This is an optimization exercise on Yosys and OpenROAD, whose aim is small area, a short achievable clock period and few clock cycles, not a production implementation. The RTL of this run was laid out without a check of its function. Power figures rest on the tool's default switching activity, not on a simulated workload.

### design/flow/design.v
module layer1(
input clk,
input reset_n,
input waitrequest,
input readdatavalid,
input [15:0] readdata,
output chipselect,
output [1:0] byteenable,
output reg read_n,
output reg write_n,
output reg [15:0] writedata,
output reg [31:0] address,
input ready,
output reg done
);
	localparam K  = 8;           
	localparam KW = 3;           
	localparam M  = 7;           
	localparam MW = 3;           
	localparam [10:0] IC0   = 11'd992;    
	localparam [10:0] ICEND = 11'd1776;   
	localparam [6:0]  Q0    = 7'd40;      
	localparam [6:0]  QEND  = 7'd65;      
	localparam [17:0] WB0   = 18'd400;    
	localparam [17:0] ROW   = 18'd784;    
	assign chipselect = 1'b1;
	assign byteenable = 2'b11;
	reg run;                  
	reg fin;                  
	reg clr;                  
	reg wph;                  
	reg rq_img, rq_wt, rq_wr;
	wire active = rq_img | rq_wt | rq_wr;
	wire acc_ok = active & ~waitrequest;
	reg [10:0] ic;            
	reg [6:0]  q;             
	reg [17:0] wb;            
	reg [KW-1:0] kk;          
	reg [MW-1:0] ahead;       
	reg [MW-1:0] avail;       
	reg [M-1:0]  mk;
	wire [M+1:0] mkx = {mk, 2'b00};
	wire mk_cur  = mkx[avail + 1];
	wire mk_nxt  = mkx[avail];
	reg [7:0] tg;
	reg [3:0] nq;             
	wire [8:0] tgx = {tg, 1'b0};
	reg [15:0] acc [0:K-1];
	wire last_k = &kk;
	wire zc   = (avail != 0) & ~mk_cur;
	wire bc   = rq_wt & last_k & acc_ok;
	wire cons = zc | bc;
	wire rtg      = tgx[nq];
	wire img_resp = readdatavalid & rtg;
	wire wt_resp  = readdatavalid & ~rtg;
	wire nz = |readdata;
	wire av1      = (avail != 0);
	wire av2      = (avail > 1);
	wire cons_pre = rq_wt ? last_k : (av1 & ~mk_cur);
	wire nxt_nz   = av2 & mk_nxt;
	wire nxt_wt   = rq_wt ? (~last_k | nxt_nz) : (av1 & (mk_cur | nxt_nz));
	wire ic_end   = rq_img ? (ic == ICEND - 1) : (ic == ICEND);
	wire ahead_ok = (rq_img & ~cons_pre) ? (ahead < M - 1) :
	                (~rq_img & cons_pre) ? 1'b1 : (ahead < M);
	wire nxt_img  = ~nxt_wt & ~ic_end & ahead_ok;
	wire slot = ~active | ~waitrequest;
	wire pass_end = run & ~wph & ~active & (ic == ICEND) & (ahead == 0) &
	                (nq == 0);
	reg [17:0] wb_step;
	always @(*) begin
		if (rq_wt & last_k)
			wb_step = 18'd1 - ROW * (K - 1);
		else if (rq_wt | rq_wr)
			wb_step = ROW;
		else
			wb_step = 18'd1;
	end
	wire [17:0] wb_sum = wb + wb_step;
	wire [15:0] acc_sum = acc[0] + readdata;
	wire wb_en = (rq_wt & acc_ok) | (rq_wr & acc_ok & ~last_k) | (~rq_wt & ~rq_wr & zc);
	integer j;
	always @(posedge clk) begin
		if (!reset_n) begin
			run <= 1'b0;
			fin <= 1'b0;
			clr <= 1'b0;
			wph <= 1'b0;
			rq_img <= 1'b0;
			rq_wt <= 1'b0;
			rq_wr <= 1'b0;
		end else if (!run) begin
			if (fin) begin
				if (!ready) fin <= 1'b0;
			end else if (ready) begin
				run <= 1'b1;
				clr <= 1'b1;
				wph <= 1'b0;
			end
		end else begin
			if (clr) begin
				if (last_k) begin
					clr <= 1'b0;
					rq_img <= 1'b1;
				end
			end else if (slot) begin
				if (wph) begin
					if (last_k) begin
						wph <= 1'b0;
						rq_wr <= 1'b0;
						if (q == QEND - 1) begin
							run <= 1'b0;
							fin <= 1'b1;
						end else begin
							rq_img <= 1'b1;
						end
					end
				end else if (pass_end) begin
					wph <= 1'b1;
					rq_wr <= 1'b1;
				end else begin
					rq_wt <= nxt_wt;
					rq_img <= nxt_img;
				end
			end
		end
	end
	always @(posedge clk) begin
		if (!run) begin
			ic <= IC0;
			q <= Q0;
			wb <= WB0;
			kk <= 0;
			ahead <= 0;
			avail <= 0;
			nq <= 0;
		end else begin
			if (pass_end)
				ic <= {1'b1, q, 3'b000};
			else if ((rq_img | (rq_wr & ~last_k)) & acc_ok)
				ic <= ic + 1'b1;
			else if (rq_wr & acc_ok & last_k)
				ic <= IC0;
			if (rq_wr & acc_ok & last_k)
				q <= q + 1'b1;
			if (wb_en)
				wb <= wb_sum;
			if (((rq_wt | rq_wr) & acc_ok) | clr)
				kk <= kk + 1'b1;
			if ((rq_img & acc_ok) & ~cons)
				ahead <= ahead + 1'b1;
			else if (~(rq_img & acc_ok) & cons)
				ahead <= ahead - 1'b1;
			if (img_resp & ~cons)
				avail <= avail + 1'b1;
			else if (~img_resp & cons)
				avail <= avail - 1'b1;
			nq <= nq + ((rq_img | rq_wt) & acc_ok) - readdatavalid;
		end
	end
	always @(posedge clk) begin
		if ((rq_img | rq_wt) & acc_ok)
			tg <= {tg[6:0], rq_img};
		if (img_resp)
			mk <= {mk[M-2:0], nz};
	end
	always @(posedge clk) begin
		if (wt_resp | clr | (rq_wr & acc_ok)) begin
			for (j = 0; j < K - 1; j = j + 1)
				acc[j] <= acc[j + 1];
			acc[K - 1] <= wt_resp ? acc_sum : 16'd0;
		end
	end
	always @(*) begin
		read_n = ~(rq_img | rq_wt);
		write_n = ~rq_wr;
		address = rq_wt ? {13'd0, wb, 1'b0} :
		          {12'd0, (rq_img ? 8'h92 : 8'h61), ic, 1'b0};
		writedata = acc[0];
		done = fin & ready;
	end
endmodule
### design/flow/standard.sh
#!/bin/bash
# synth_recipe.tcl (not shown) runs the flow's synth.tcl, then flattens the netlist and writes it again
# the make line also repeats each setting of config.mk as NAME=value (left out here)
make -C /OpenROAD-flow-scripts/flow DESIGN_CONFIG=/design/flow/config.mk WORK_HOME=/design/flow/orfs CLKGATE_MAP_FILE= SYNTH_SCRIPT=/design/flow/synth_recipe.tcl "${@:-finish}"
### design/flow/config.mk
export PLATFORM = sky130hd
export DESIGN_NAME = layer1
export DESIGN_NICKNAME = layer1
export VERILOG_FILES = /design/flow/design.v
export SDC_FILE = /design/flow/constraint.sdc
export NUM_CORES = 4
export LEC_CHECK = 0
export ABC_CLOCK_PERIOD_IN_PS = 2500
export CAP_MARGIN = 20
export CORE_MARGIN = 2
export CORE_UTILIZATION = 55
export CTS_BUF_LIST = sky130_fd_sc_hd__clkbuf_4 sky130_fd_sc_hd__clkbuf_8
export PLACE_DENSITY = 0.7
export SETUP_SLACK_MARGIN = 2.4
export SLEW_MARGIN = 40
### design/flow/flow/run.sh
#!/bin/bash
# Layout: the standard flow (standard.sh, synthesis included, unchanged)
# with two resizer choices changed: ports get buf_4 buffers instead of the
# smallest buffer cell, and timing repair may change a cell's footprint when
# it resizes it. The whole make output goes to flow.log; ORFS keeps each
# step's own log under orfs/logs/.
set -euo pipefail
sed 's|"\${@:-finish}"|BUFFER_PORTS_ARGS="-buffer_cell sky130_fd_sc_hd__buf_4" MATCH_CELL_FOOTPRINT=0 "${@:-finish}"|' standard.sh > standard_mod.sh
grep -q 'MATCH_CELL_FOOTPRINT=0' standard_mod.sh
bash standard_mod.sh > flow.log 2>&1
### design/flow/constraint.sdc
create_clock -name core_clock -period 5.0 [get_ports {clk}]
set_input_delay 1.0000 -clock core_clock [delete_from_list [all_inputs] [get_ports {clk}]]
set_output_delay 1.0000 -clock core_clock [all_outputs]
set_load 0.01 [all_outputs]
==> results_dict.tcl <==
set metrics [dict create \
    area_enclosed_by_the_die_boundary_um2 17300 \
    crit_chain "ha_4 > ha_4 > nand2_2 > nand2_2 > ha_4 > ha_4 > a41oi_2 > nor2_1 > maj3_2 > a311o_1 > mux2i_1 > xnor2_1 > and2_1" \
    setup.worst_path.class "reg2reg" \
    tritoncts "yes" \
    finalHoldViolations 0 \
    max_freq_mhz 373 \
    finClkSkew_ps 14.1 \
    drt.antenna.violating_nets 0 \
    synth_top_cell_by_area "sky130_fd_sc_hd__edfxtp_1" \
    design_area_um2 10600 \
    critical_path_peak_fanout 3 \
    syn-instance-count 722 \
    nets_final 870 \
    total_inserted_antenna_cells 0 \
    h-tree-depth 4 \
    place_hpwl_mm 11.5 \
    cellPowerDensity_nw_per_um2 459 \
    global_route.usage.total_pct 21.1 \
    synth.distinct_cells 62 \
    final.period_utilization_pct 53.6 \
    wire_per_inst_um 17.0 \
    worst-endpoint-arrival_ps 3060 \
    hold_buffers 0 \
    num_vias 5687 \
    outcome "finished clean" \
    rows 46 \
    synth_enable_flop_cells 143 \
    via_density_per_instance 5.49 \
    syn-cell-area_um2 8920 \
    grt_remaining_overflow 0 \
    timing.critical_path.mode_cell "sky130_fd_sc_hd__ha_4" \
    netlist.area_leader.share_pct 48.1 \
    grt_setup_unrepaired "yes" \
    postSynth.asyncResetShare_pct 0 \
    final_critical_path_time_including_i_o_delays_and_setup_ps 2680 \
    cts_inserted_buffers 17 \
    grt_pass1_wl_mm 28.9 \
    yosys.area_share.xor_xnor_pct 4.03 \
    syn2layout_area_growth_pct 18.3 \
    synth_ff_type "sky130_fd_sc_hd__edfxtp_1" \
    finish.utilization_pct 66.4 \
    critical_path.top_delay_family "adder cells" \
    synth-seq-area-share_pct 60.7 \
    sort_of_element_at_the_start_of_the_critical_path "flop" \
    drt_pass1_iterations 5 \
    largest_family_of_logic_cells_by_synthesized_area "simple AND/OR/NAND/NOR gates" \
    max_cap_viol_count 0 \
    setup_viol_count_final 0 \
    start_util_pct 56.2 \
    end_kind "flop" \
    slew_violations 0 \
    worst_slack_ps 2320 \
    synthesis_warnings 2 \
    power.static_leakage_nw 4.06 \
    drt_drc 0 \
    yosys_register_bits 199 \
    io-pin-count 75 \
    share_of_synthesized_area_spent_on_multiplexers_pct 3.60 \
    layout-drive-gt1-share_pct 24.3 \
    relSlewSlack_pct 51.0 \
    port_buffers 58 \
    syn-mean-instance-area_um2 12.4 \
    synth_adder_area_share_pct 6.37 \
    grt_start_max_net_pins 65 \
    insertion_delay_ps 470 \
    placement.setup.worst_slack_ps 1720 \
    slowest_delay_ps 410 \
    die_width_um 131 \
    clock_tree.root_cell "sky130_fd_sc_hd__clkbuf_8" \
    worst_setup_hold_path_clk_slew_ps 110 \
    initialDrtViolationCount 357 \
    hold-worst-slack_ps 418 \
    synth_common_cells "sky130_fd_sc_hd__edfxtp_1, sky130_fd_sc_hd__dfxtp_1, sky130_fd_sc_hd__nand2_1, sky130_fd_sc_hd__nor2_1, sky130_fd_sc_hd__ha_1" \
    worst_hold_path_type "reg2reg" \
    die_y_um 131 \
    core_footprint_um2 15900 \
    yosys-top-cells-area "sky130_fd_sc_hd__edfxtp_1, sky130_fd_sc_hd__dfxtp_1, sky130_fd_sc_hd__ha_1" \
    slowest_library_cell_on_the_worst_path "sky130_fd_sc_hd__a311o_1" \
    synth_simple_gate_area_share_pct 12.0 \
    place_congestion 0.877 \
    clock_path_buffers 2 \
    max-vdd-ir-drop_mv 0.291 \
    most_frequent_cell_after_synthesis "sky130_fd_sc_hd__edfxtp_1" \
    worstPathBufferInverterCount 0 \
    antenna_found_initial 0 \
    postPlaceCellArea_um2 9670 \
    synth-compound-area-share_pct 9.40 \
    number_of_global_route_vias_before_repair 5760 \
    postRouteWirelength_mm 17.6 \
    clock-sinks 199 \
    power_after_layout_w 0.00484 \
    timing.critical_path.required_ps 5380 \
    tightest_slew_ps 725 \
]
[metal layers]
layer	vias up	global-route usage [%]	wire (um)
met1	2764	28.2	8020
li1	2757	-	-
met3	28	4.82	791
met5	-	0	0
met2	138	34.0	8470
met4	0	7.85	336
[final timing paths]
check | cells past startpoint | to | startpoint | slack, ps
worst max-delay path | 13 | wb[16] | kk[1] | 2320
worst min-delay path | 0 | acc[2][8] | acc[3][8] | 420
worst max register to register | 13 | wb[16] | kk[1] | 2320
worst min register to register | 0 | acc[2][8] | acc[3][8] | 420
[flip-flops by register name (all words and copies together) (netlist names), 3 cells and up]
register / flops
acc: 128
wb: 18
ic: 11
tg: 8
mk: 7
q: 7
nq: 4
ahead: 3
avail: 3
kk: 3
[layout by cell type, fill, tap and decap left out, types with 15 or more instances in the layout]
master / n
sky130_fd_sc_hd__edfxtp_1: 143
sky130_fd_sc_hd__buf_4: 80
sky130_fd_sc_hd__dfxtp_1: 49
sky130_fd_sc_hd__nor2_1: 45
sky130_fd_sc_hd__nand2_1: 45
sky130_fd_sc_hd__inv_1: 31
sky130_fd_sc_hd__a21oi_1: 30
sky130_fd_sc_hd__and2_1: 28
sky130_fd_sc_hd__o21ai_0: 27
sky130_fd_sc_hd__xnor2_1: 26
sky130_fd_sc_hd__ha_1: 26
sky130_fd_sc_hd__clkbuf_8: 17
sky130_fd_sc_hd__conb_1: 16
sky130_fd_sc_hd__xor2_1: 15
[area by class of cell]
type | count | area (um^2)
clock buffers | 17 | 234
clock inverters | 15 | 205
fillers | 1216 | 5340
inverters | 34 | 130
multi-input cells | 466 | 3530
flip-flops and latches | 199 | 5430
well taps | 216 | 270
repair buffers | 89 | 751
[power breakdown]
group / total (W) / switching, W / leakage, nW / internal [W]
combinational: 0.00132 / 0.000698 / 1.97 / 0.000620
clock: 0.00112 / 0.000602 / 0.215 / 0.000515
sequential: 0.00240 / 0.000177 / 1.87 / 0.00223
total: 0.00484 / 0.00148 / 4.06 / 0.00336
[logic make-up (layout without fill, tap and decap cells)]
| group | Yosys count | after routing |
|---|---|---|
| AO/OA/AOI/OAI | 126 | 126 |
| XOR/XNOR | 41 | 41 |
| adder cells (fa/ha/maj) | 44 | 44 |
| multiplexers | 28 | 28 |
| AND/OR/NAND/NOR | 211 | 211 |
| flip-flops | 199 | 199 |
| other | 2 | 16 |
| buffers and inverters | 71 | 155 |
[through the flow]
stage	setup TNS (ps)	instances
floorplan	-359280	736
global placement	0	976
detailed placement	0	977
CTS	0	1027
global route	0	1036
finish	0	1036
[what timing repair did]
item,CTS,global route
setup buffers,17,8
pin swaps,24,19
gates resized for setup,42,13
endpoints found under the setup margin,167,150
gates cloned,1,1
hold endpoints to repair,0,0

## port drivers added, routing unchanged
Ports are ideal in the flow. The routed layout listed here was re-timed in OpenROAD. Step 1: set_driving_cell puts a clkbuf_16 on clk and a buf_2 on each other input, an assumption about the parent block. Step 2 also shifts input and output timing later by t, the mid clock arrival at the registers, as if the neighbouring blocks saw the same clock. a / b / c = ideal / step 1 / step 2; a / b = the first two.
shift t [ns]: 0.499
slack for setup (ns): 2.322 / 2.322 / 1.848
worst slew at a driven data input, ns: 0.05
After both steps setup and hold are still met in this run. For this run, drivers alone change the setup slack by 0.000 ns; drivers and shift together by -0.474 ns.
